This is an optimization exercise on Yosys and OpenROAD, whose aim is small area, not a production implementation.
The RTL was checked by simulation tests, not by an equivalence proof against the original design.
The flow treats the clock pin as an ideal source, which a real chip does not have.
Power is estimated from default activity; no workload was simulated.

## router_fifo
module router_fifo(clk,rstn,din,rd_enb,wr_enb,d_out,lfd_state,sft_rst,full,empty);
input [7:0] din;
input lfd_state;
input clk,rstn,rd_enb,sft_rst,wr_enb;
output reg [7:0] d_out;
output full,empty;
reg [4:0] wr_pntr, rd_pntr;
reg [6:0] cnt_m1;       
reg temp;
reg wrapped;            
reg [8:0] mem [0:15];   
wire clr = !rstn || sft_rst;
assign full  = (wr_pntr[4] != rd_pntr[4]) && (wr_pntr[3:0] == rd_pntr[3:0]);
assign empty = (wr_pntr == rd_pntr);
wire wr = wr_enb && !full;
wire rd = rd_enb && !empty;
wire valid = wrapped || (rd_pntr[3:0] < wr_pntr[3:0]);
wire [3:0] ra = wr_pntr[3:0] + ~rd_pntr[3:0];   
wire [3:0] sel_lo = 4'b1 << ra[1:0];
wire [3:0] sel_hi = {4{valid}} & (4'b1 << ra[3:2]);
reg  [8:0] q;
integer k;
always @* begin
  q = 9'd0;
  for (k = 0; k < 16; k = k + 1)
    q = q | ({9{sel_hi[k/4] & sel_lo[k%4]}} & mem[k]);
end
wire cnt_zero = &cnt_m1;
always @(posedge clk)
  temp <= rstn && lfd_state;
integer i;
always @(posedge clk)
  if (!clr && wr) begin
    for (i = 15; i > 0; i = i - 1) mem[i] <= mem[i-1];
    mem[0] <= {temp, din};
  end
always @(posedge clk)
  if (clr) begin
    wr_pntr <= 5'd0;
    wrapped <= 1'b0;
  end else if (wr) begin
    wr_pntr <= wr_pntr + 1'b1;
    if (&wr_pntr[3:0]) wrapped <= 1'b1;
  end
always @(posedge clk)
  if (!rstn) rd_pntr <= 5'd0;
  else if (!sft_rst && !cnt_zero && rd) rd_pntr <= rd_pntr + 1'b1;
always @(posedge clk)
  d_out <= (!clr && !cnt_zero && rd) ? q[7:0] : 8'd0;
always @(posedge clk)
  if (clr) cnt_m1 <= 7'h7f;
  else if (q[8]) cnt_m1 <= {1'b0, q[7:2]};
  else if (rd) cnt_m1 <= cnt_m1 - 1'b1;
endmodule
==> flow/config.mk <==
export PLATFORM = sky130hd
export DESIGN_NAME = router_fifo
export DESIGN_NICKNAME = router_fifo
export VERILOG_FILES = /design/flow/design.v
export SDC_FILE = /design/flow/constraint.sdc
export NUM_CORES = 4
export LEC_CHECK = 0
export CAP_MARGIN = 20
export CORE_MARGIN = 2
export CORE_UTILIZATION = 60
export GPL_TIMING_DRIVEN = 0
export SLEW_MARGIN = 20
==> flow/constraint.sdc <==
create_clock -name core_clock -period 5.0 [get_ports {clk}]
set_input_delay 1.0000 -clock core_clock [delete_from_list [all_inputs] [get_ports {clk}]]
set_output_delay 1.0000 -clock core_clock [all_outputs]
set_load 0.01 [all_outputs]
standard.sh (not shown) runs the stock make flow with config.mk's settings and CLKGATE_MAP_FILE= SYNTH_SCRIPT=/design/flow/synth_recipe.tcl, a recipe that flattens the netlist after the stock synthesis.
==> flow/flow/run.sh <==
#!/bin/bash
# Own layout flow:
#  1. the standard synthesis (standard.sh synth), unchanged;
#  2. its combinational logic re-mapped for area with ABC (remap.sh), every
#     flip-flop kept as the standard synthesis made it, and the result proven
#     equivalent to the standard netlist (if any step fails, the standard
#     netlist is kept);
#  3. the standard ORFS layout (standard.sh finish), with buf_1 port buffers,
#     no CTS dummy loads, and clock buffers downsized after CTS where the
#     flip-flop clock pins keep a slew under 116 ps (post_cts.tcl), and,
#     before repair_design (presize.tcl), nets with 30 or more loads split
#     into clusters driven by buf_2 (prebuf.tcl) and drivers of nets with a
#     slew over 1.2 ns upsized where that fixes it, so that repair_design
#     adds fewer and smaller buffers.
# Each tool's output goes to its own log file in this folder.
set -uo pipefail
W=$(pwd)
F=$W/flow
if [[ -x $FLOW_HOME/../tools/install/yosys/bin/yosys ]]; then
  export YOSYS=$FLOW_HOME/../tools/install/yosys/bin/yosys
fi
export BUFFER_PORTS_ARGS="-buffer_cell sky130_fd_sc_hd__buf_1"
export PRE_RESIZE_TCL=$F/presize.tcl
export POST_CTS_TCL=$F/post_cts.tcl
export CTS_ARGS="-sink_clustering_enable -repair_clock_nets -buf_list sky130_fd_sc_hd__clkbuf_8 -dont_use_dummy_load"
bash standard.sh synth > synth.log 2>&1 || exit 1
RES=$W/orfs/results/sky130hd/router_fifo/base
cp $RES/1_2_yosys.v $W/standard_netlist.v
if bash $F/remap.sh $W/standard_netlist.v $W/remapped.v $F/area.abc $W/remap > remap.log 2>&1; then
  echo "remapped netlist used" >> remap.log
  cp $W/remapped.v $RES/1_2_yosys.v
  rm -f $RES/1_synth.odb $RES/1_synth.sdc
  bash standard.sh synth > synth_remapped.log 2>&1 || exit 1
else
  echo "remap failed: standard netlist kept" >> remap.log
fi
bash standard.sh finish > layout.log 2>&1
Other scripts of this flow, unchanged in this note and not shown: flow/flow/area.abc, flow/flow/clkdown.tcl, flow/flow/dontuse.txt, flow/flow/genmodels.py, flow/flow/post_cts.tcl, flow/flow/prebuf.tcl, flow/flow/presize.tcl, flow/flow/remap.sh
Rerun with:
- CORE_UTILIZATION: 60 -> 50
What happened: Register-to-register slack degrades by 0.14 ns; synthesized cell count stays the same; cell area increases by 0.34%; wire length rose by 6.2%; via count is about the same; critical path depth is unchanged; combinational power increases by about 2%.

## separate check: timing with driven ports
Ports are ideal in the flow. The routed layouts listed here were re-timed in OpenROAD. Step 1 (the two cells are an assumption about what drives the block):
set clk [get_ports {clk}]
set_driving_cell -lib_cell sky130_fd_sc_hd__clkbuf_16 $clk
set_driving_cell -lib_cell sky130_fd_sc_hd__buf_2 [delete_from_list [all_inputs] $clk]
Step 2 also shifts input and output timing later by t, the mid clock arrival at the registers, as if the neighbouring blocks saw the same clock. Slacks: no drivers / after step 1 / after step 2; pairs: no drivers / after step 1.
run	t (ns)	slack for setup (ns)	hold WS [ns]	latest minus earliest clock arrival (ns)	worst register clock-pin slew, ns
the first run	0.457	1.224 / 1.224 / 1.224	0.418 / 0.418 / 0.418	0.036 / 0.036	0.11 / 0.11
the second run	0.458	1.079 / 1.079 / 1.079	0.433 / 0.433 / 0.433	0.029 / 0.029	0.11 / 0.11
After both steps every run listed still meets setup and hold.
